Context: an optimization exercise on an open-source flow, tuned for small area. The choices shown serve that exercise and are no tape-out recipe. RTL that was checked went through simulation tests only; none was proved equivalent to the original. Power and IR drop assume default switching activity.

==> run A <==
## VectorAccumulate
module VectorAccumulate #(
    parameter vector_length = 7,
    parameter data_width = 16
) (
    input wire clk,
    input wire [vector_length*data_width-1: 0] vector_in,
    output wire [data_width+$clog2(vector_length)-1: 0] vector_sum
);
Settings: LEC_CHECK=0, CAP_MARGIN=20, CORE_MARGIN=2, CORE_UTILIZATION=40, SLEW_MARGIN=20; clock period 4.0 ns.
standard.sh (not shown) runs the stock make flow with config.mk's settings and CLKGATE_MAP_FILE= SYNTH_SCRIPT=/design/flow/synth_recipe.tcl, a recipe that flattens the netlist after the stock synthesis.
==> flow/flow/run.sh <==
#!/bin/bash
# The standard layout (standard.sh), with two changes to how it is made:
#  - Yosys's synth runs without its early "abc -fast" pass (-noabc), so that extract_fa
#    finds the design's full and half adders in their plain form and maps them to
#    fa/ha cells without inverters on their pins;
#  - every input and output port still gets a buffer, but a buf_1 rather than the
#    delay-buffer cell buffer_ports picks by default.
set -euo pipefail
export SYNTH_ARGS="-noabc"
export BUFFER_PORTS_ARGS="-buffer_cell sky130_fd_sc_hd__buf_1"
export CTS_ARGS="-sink_clustering_enable -repair_clock_nets -dont_use_dummy_load -buf_list sky130_fd_sc_hd__clkbuf_2 -root_buf sky130_fd_sc_hd__clkbuf_4 -sink_clustering_size 20"
bash standard.sh > standard.log 2>&1
==> run E (differences from run A) <==
--- a/flow/flow/run.sh
+++ b/flow/flow/run.sh
@@ -8,5 +8,4 @@
 set -euo pipefail
 export SYNTH_ARGS="-noabc"
 export BUFFER_PORTS_ARGS="-buffer_cell sky130_fd_sc_hd__buf_1"
-export CTS_ARGS="-sink_clustering_enable -repair_clock_nets -dont_use_dummy_load -buf_list sky130_fd_sc_hd__clkbuf_2 -root_buf sky130_fd_sc_hd__clkbuf_4 -sink_clustering_size 20"
 bash standard.sh > standard.log 2>&1
==> run Z (differences from run A) <==
--- a/flow/flow/run.sh
+++ b/flow/flow/run.sh
@@ -8,5 +8,5 @@
 set -euo pipefail
 export SYNTH_ARGS="-noabc"
 export BUFFER_PORTS_ARGS="-buffer_cell sky130_fd_sc_hd__buf_1"
-export CTS_ARGS="-sink_clustering_enable -repair_clock_nets -dont_use_dummy_load -buf_list sky130_fd_sc_hd__clkbuf_2 -root_buf sky130_fd_sc_hd__clkbuf_4 -sink_clustering_size 20"
+export CTS_ARGS="-sink_clustering_enable -repair_clock_nets -dont_use_dummy_load -buf_list sky130_fd_sc_hd__clkbuf_4 -root_buf sky130_fd_sc_hd__clkbuf_4"
 bash standard.sh > standard.log 2>&1
==> results.txt <==
leading cell types in the layout, fill and taps excluded buf_1, fa_1, dfxtp_1; CP endpoint r1[23]$_DFF_P_; Seq/total area 32.1%; first-pass GRT wire length 8.49 mm; Worst EP required 4.21 ns; Hold Path Origin r2[1]$_DFF_P_; post-route insts no fill 427; status complete, no violations
-- figures above: run E

==> results.txt <==
status complete, no violations; leading cell types in the layout, fill and taps excluded buf_1, fa_1, dfxtp_1; Worst EP required 4.24 ns; CP endpoint r1[3]$_DFF_P_
-- figures above: run A

==> results.txt <==
status complete, no violations; Worst EP required 4.24 ns; CP endpoint r1[3]$_DFF_P_; post-route insts no fill 421; Seq/total area 33.6%; Hold Path Origin r2[3]$_DFF_P_
-- figures above: run Z

No run of this note included a check of the RTL's function; only the layout flow was run.

==> job 8351: inputs <==
VectorAccumulate, a different RTL version from the one above (not shown whole).
==> flow/config.mk <==
export PLATFORM = sky130hd
export DESIGN_NAME = VectorAccumulate
export DESIGN_NICKNAME = VectorAccumulate
export VERILOG_FILES = /design/flow/design.v
export SDC_FILE = /design/flow/constraint.sdc
export NUM_CORES = 4
export LEC_CHECK = 0
export CAP_MARGIN = 20
export CORE_MARGIN = 2
export CORE_UTILIZATION = 40
export SLEW_MARGIN = 20
==> flow/constraint.sdc <==
create_clock -name core_clock -period 4.0 [get_ports {clk}]
set_input_delay 0.8000 -clock core_clock [delete_from_list [all_inputs] [get_ports {clk}]]
set_output_delay 0.8000 -clock core_clock [all_outputs]
set_load 0.01 [all_outputs]
==> flow/flow/run.sh <==
#!/bin/bash
# The standard layout (standard.sh) with these changes to how it is made:
#  - Yosys's synth runs without its early "abc -fast" pass (-noabc), so that extract_fa
#    finds the design's full and half adders in their plain form and maps them to
#    fa/ha cells without inverters on their pins;
#  - every input and output port still gets a buffer, but a buf_1 rather than the
#    delay-buffer cell buffer_ports picks by default;
#  - clock tree synthesis uses clkbuf_4 buffers and no dummy loads.
# standard.sh's make output goes to standard.log; ORFS writes each step's log under orfs/logs.
set -euo pipefail
export SYNTH_ARGS="-noabc"
export BUFFER_PORTS_ARGS="-buffer_cell sky130_fd_sc_hd__buf_1"
export CTS_ARGS="-sink_clustering_enable -repair_clock_nets -dont_use_dummy_load -buf_list sky130_fd_sc_hd__clkbuf_4 -root_buf sky130_fd_sc_hd__clkbuf_4 -sink_clustering_levels 1 -sink_clustering_size 35 -sink_clustering_max_diameter 150"
bash standard.sh > standard.log 2>&1
==> job 8862 (differences from job 8351) <==
--- a/flow/flow/run.sh
+++ b/flow/flow/run.sh
@@ -11,4 +11,4 @@
 export SYNTH_ARGS="-noabc"
 export BUFFER_PORTS_ARGS="-buffer_cell sky130_fd_sc_hd__buf_1"
-export CTS_ARGS="-sink_clustering_enable -repair_clock_nets -dont_use_dummy_load -buf_list sky130_fd_sc_hd__clkbuf_4 -root_buf sky130_fd_sc_hd__clkbuf_4 -sink_clustering_levels 1 -sink_clustering_size 35 -sink_clustering_max_diameter 150"
+export CTS_ARGS="-sink_clustering_enable -repair_clock_nets -dont_use_dummy_load -buf_list sky130_fd_sc_hd__clkbuf_16 -root_buf sky130_fd_sc_hd__clkbuf_16 -sink_clustering_size 70 -sink_clustering_max_diameter 500"
 bash standard.sh > standard.log 2>&1
==> job 4891 (differences from job 8351) <==
--- a/flow/flow/run.sh
+++ b/flow/flow/run.sh
@@ -11,4 +11,4 @@
 export SYNTH_ARGS="-noabc"
 export BUFFER_PORTS_ARGS="-buffer_cell sky130_fd_sc_hd__buf_1"
-export CTS_ARGS="-sink_clustering_enable -repair_clock_nets -dont_use_dummy_load -buf_list sky130_fd_sc_hd__clkbuf_4 -root_buf sky130_fd_sc_hd__clkbuf_4 -sink_clustering_levels 1 -sink_clustering_size 35 -sink_clustering_max_diameter 150"
+export CTS_ARGS="-sink_clustering_enable -repair_clock_nets -dont_use_dummy_load -buf_list sky130_fd_sc_hd__clkbuf_8 -root_buf sky130_fd_sc_hd__clkbuf_8 -sink_clustering_size 35 -sink_clustering_max_diameter 200"
 bash standard.sh > standard.log 2>&1
==> flow_metrics.tcl <==
set metrics [dict create \
    root_buffer "clkbuf_16" \
    postLayoutCellArea_um2 4180 \
    status "finished clean" \
    pwr-share-clk_pct 23.3 \
    use_met2_pct 21.0 \
    drt-pass1-iter-count 3 \
    finClkSkew_ps 16.4 \
    combinationalPowerShare_pct 31.3 \
    pg_comb_mw 0.815 \
    clock_net_power_mw 0.608 \
    grt_pass1_wl_mm 8.33 \
    met3_length_um 319 \
    ir_drop_mv 0.212 \
    met1_usage_pct 14.6 \
    timing.slew.headroom_pct 88.5 \
]
That was job 8862.
==> flow_metrics.tcl <==
set metrics [dict create \
    status "finished clean" \
    grt_pass1_wl_mm 8.28 \
    met3_length_um 344 \
    timing.slew.headroom_pct 88.5 \
    drt-pass1-iter-count 3 \
    use_met2_pct 20.8 \
    combinationalPowerShare_pct 34.1 \
    clock_net_power_mw 0.393 \
]
That was job 4891.
==> flow_metrics.tcl <==
set metrics [dict create \
    finClkSkew_ps 31.4 \
    met1_usage_pct 14.8 \
    ir_drop_mv 0.180 \
    use_met2_pct 20.5 \
    combinationalPowerShare_pct 35.8 \
    status "finished clean" \
    grt_pass1_wl_mm 8.31 \
    clock_net_power_mw 0.286 \
    timing.slew.headroom_pct 89.0 \
]
That was job 8351.

==> exp/onyx <==
Another version of the RTL of VectorAccumulate (not shown whole).
==> module VectorAccumulate, before the edit <==
module VectorAccumulate #(
    parameter vector_length = 7,
    parameter data_width = 16
) (
    input wire clk,
    input wire [vector_length*data_width-1: 0] vector_in,
    output wire [data_width+$clog2(vector_length)-1: 0] vector_sum
);
reg [18:0] s1, s2, s3;
always @(posedge clk) begin
    s1 <= vector_in[15:0] + vector_in[31:16] + vector_in[47:32] + vector_in[63:48]
        + vector_in[79:64] + vector_in[95:80] + vector_in[111:96];
    s2 <= s1;
    s3 <= s2;
end
assign vector_sum = s3;
endmodule
Settings: LEC_CHECK=0, CAP_MARGIN=20, CORE_MARGIN=2, CORE_UTILIZATION=40, SLEW_MARGIN=20; clock period 4.0 ns.
run.sh (not shown) runs the stock make flow with config.mk's settings and CLKGATE_MAP_FILE= SYNTH_SCRIPT=/design/flow/synth_recipe.tcl, a recipe that flattens the netlist after the stock synthesis.
Stock flow here: none of the scripts above is used.
==> inputs of exp/xenon, as changes to exp/onyx <==
==> flow/design.v (replaced) <==
module VectorAccumulate #(
    parameter vector_length = 7,
    parameter data_width = 16
) (
    input wire clk,
    input wire [vector_length*data_width-1: 0] vector_in,
    output wire [data_width+$clog2(vector_length)-1: 0] vector_sum
);
localparam expanded_vector_length = 2 ** ($clog2(vector_length));
localparam length_diff = expanded_vector_length - vector_length;
localparam left_pad_zeros = length_diff * data_width;
wire [expanded_vector_length*data_width-1:0] expanded_vector_in;
assign expanded_vector_in = {{length_diff{1'b0}}, vector_in}; 
localparam num_stages = $clog2(vector_length);
generate
    begin: adder_gen
        genvar stage; 
        for (stage=0; stage<4; stage=stage+1) begin: stage_gen
            genvar i;
                for (i=2**(stage+1)-1; i<expanded_vector_length; i=i+(2**(stage+1))) begin: stage_io
                    reg [data_width+stage: 0] sum;
                    wire [data_width+stage-1: 0] A, B;
                    if (stage == 0) begin
                        assign A = expanded_vector_in[i*data_width-1: (i-1)*data_width];
                        assign B = expanded_vector_in[(i+1)*data_width-1: i*data_width];
                    end else begin
                        assign A = stage_gen[stage-1].stage_io[i].sum;
                        assign B = stage_gen[stage-1].stage_io[i-2**stage].sum; 
                    end
                    always@(posedge clk) begin
                        sum <= A + B; 
                    end
                end
        end
    end
endgenerate
assign vector_sum = adder_gen.stage_gen[num_stages-1].stage_io[expanded_vector_length-1].sum;
endmodule
==> results.txt <==
Post-synthesis cell type count: exp/xenon 54; exp/onyx 37
Iteration-0 DRC Markers: exp/xenon 244; exp/onyx 39
Htree depth: exp/xenon 4; exp/onyx 3
Summed area of non-filler cells in the final layout: exp/xenon 9200 sq um; exp/onyx 6790 sq um
RSZ-0062 raised after global routing: exp/xenon false; exp/onyx true
Clock Power Share: exp/xenon 23.3%; exp/onyx 7.9%
Average cell area after synthesis: exp/xenon 9.26 sq um; exp/onyx 9.93 sq um
Outcome: exp/xenon finished clean; exp/onyx finished with violations
Layout check failures: exp/xenon -; exp/onyx negative setup slack
Slew at the pin with the worst max-slew slack: exp/xenon 0.564 ns; exp/onyx 0.298 ns
Critical Path Sink: exp/xenon adder_gen.stage_gen[0].stage_io[3].sum[16]$_DFF_P_; exp/onyx s1[14]$_DFF_P_
Fraction of final layout cells with drive strength greater than 1: exp/xenon 4.35%; exp/onyx 38.9%
Number of rows created at floorplan: exp/xenon 48; exp/onyx 37
Pin count of the biggest net entering global routing: exp/xenon 17; exp/onyx 11
For exp/onyx, only the layout was checked, not whether the RTL still works.

[re-timing with driven ports]
No port has a modelled driver above. Below, the same layouts with a new extraction and two added sets of constraints. Step 1 sets driving cells, clkbuf_16 on the clock port and buf_2 on the other inputs (assumed; they add their load-dependent delay and slew). Step 2 times the ports against the registers' clock, not the clock port: input delays grow and output delays shrink by t, the midpoint of the rising clock arrivals with the driver on. Slacks: no drivers / after step 1 / after step 2; pairs: no drivers / after step 1.
| run | shift t [ns] | setup WS [ns] | slew at the worst register clock pin (ns) | pins driven straight from the clock port |
|---|---|---|---|---|
| run A | 0.402 | 0.828 / 0.834 / 0.432 | 0.12 / 0.12 | 1 |
| run E | 0.354 | 0.784 / 0.789 / 0.435 | 0.07 / 0.07 | 1 |
| run Z | 0.402 | 0.828 / 0.834 / 0.432 | 0.12 / 0.12 | 1 |
| job 8351 | 0.392 | 0.402 / 0.402 / 0.010 | 0.10 / 0.10 | 1 |
| job 8862 | 0.337 | 0.333 / 0.339 / 0.002 | 0.05 / 0.05 | 1 |
| job 4891 | 0.343 | 0.336 / 0.337 / -0.005 | 0.07 / 0.07 | 1 |
| exp/onyx | 0.332 | -0.054 / -0.059 / -0.391 | 0.06 / 0.06 | 1 |
| exp/xenon | 0.456 | 0.906 / 0.919 / 0.463 | 0.06 / 0.06 | 1 |
With both steps, setup timing fails in job 4891, where it was met with ideal ports. The setup slack of exp/xenon, which loses most, moves by +0.013 ns with the drivers and by -0.443 ns with both steps.
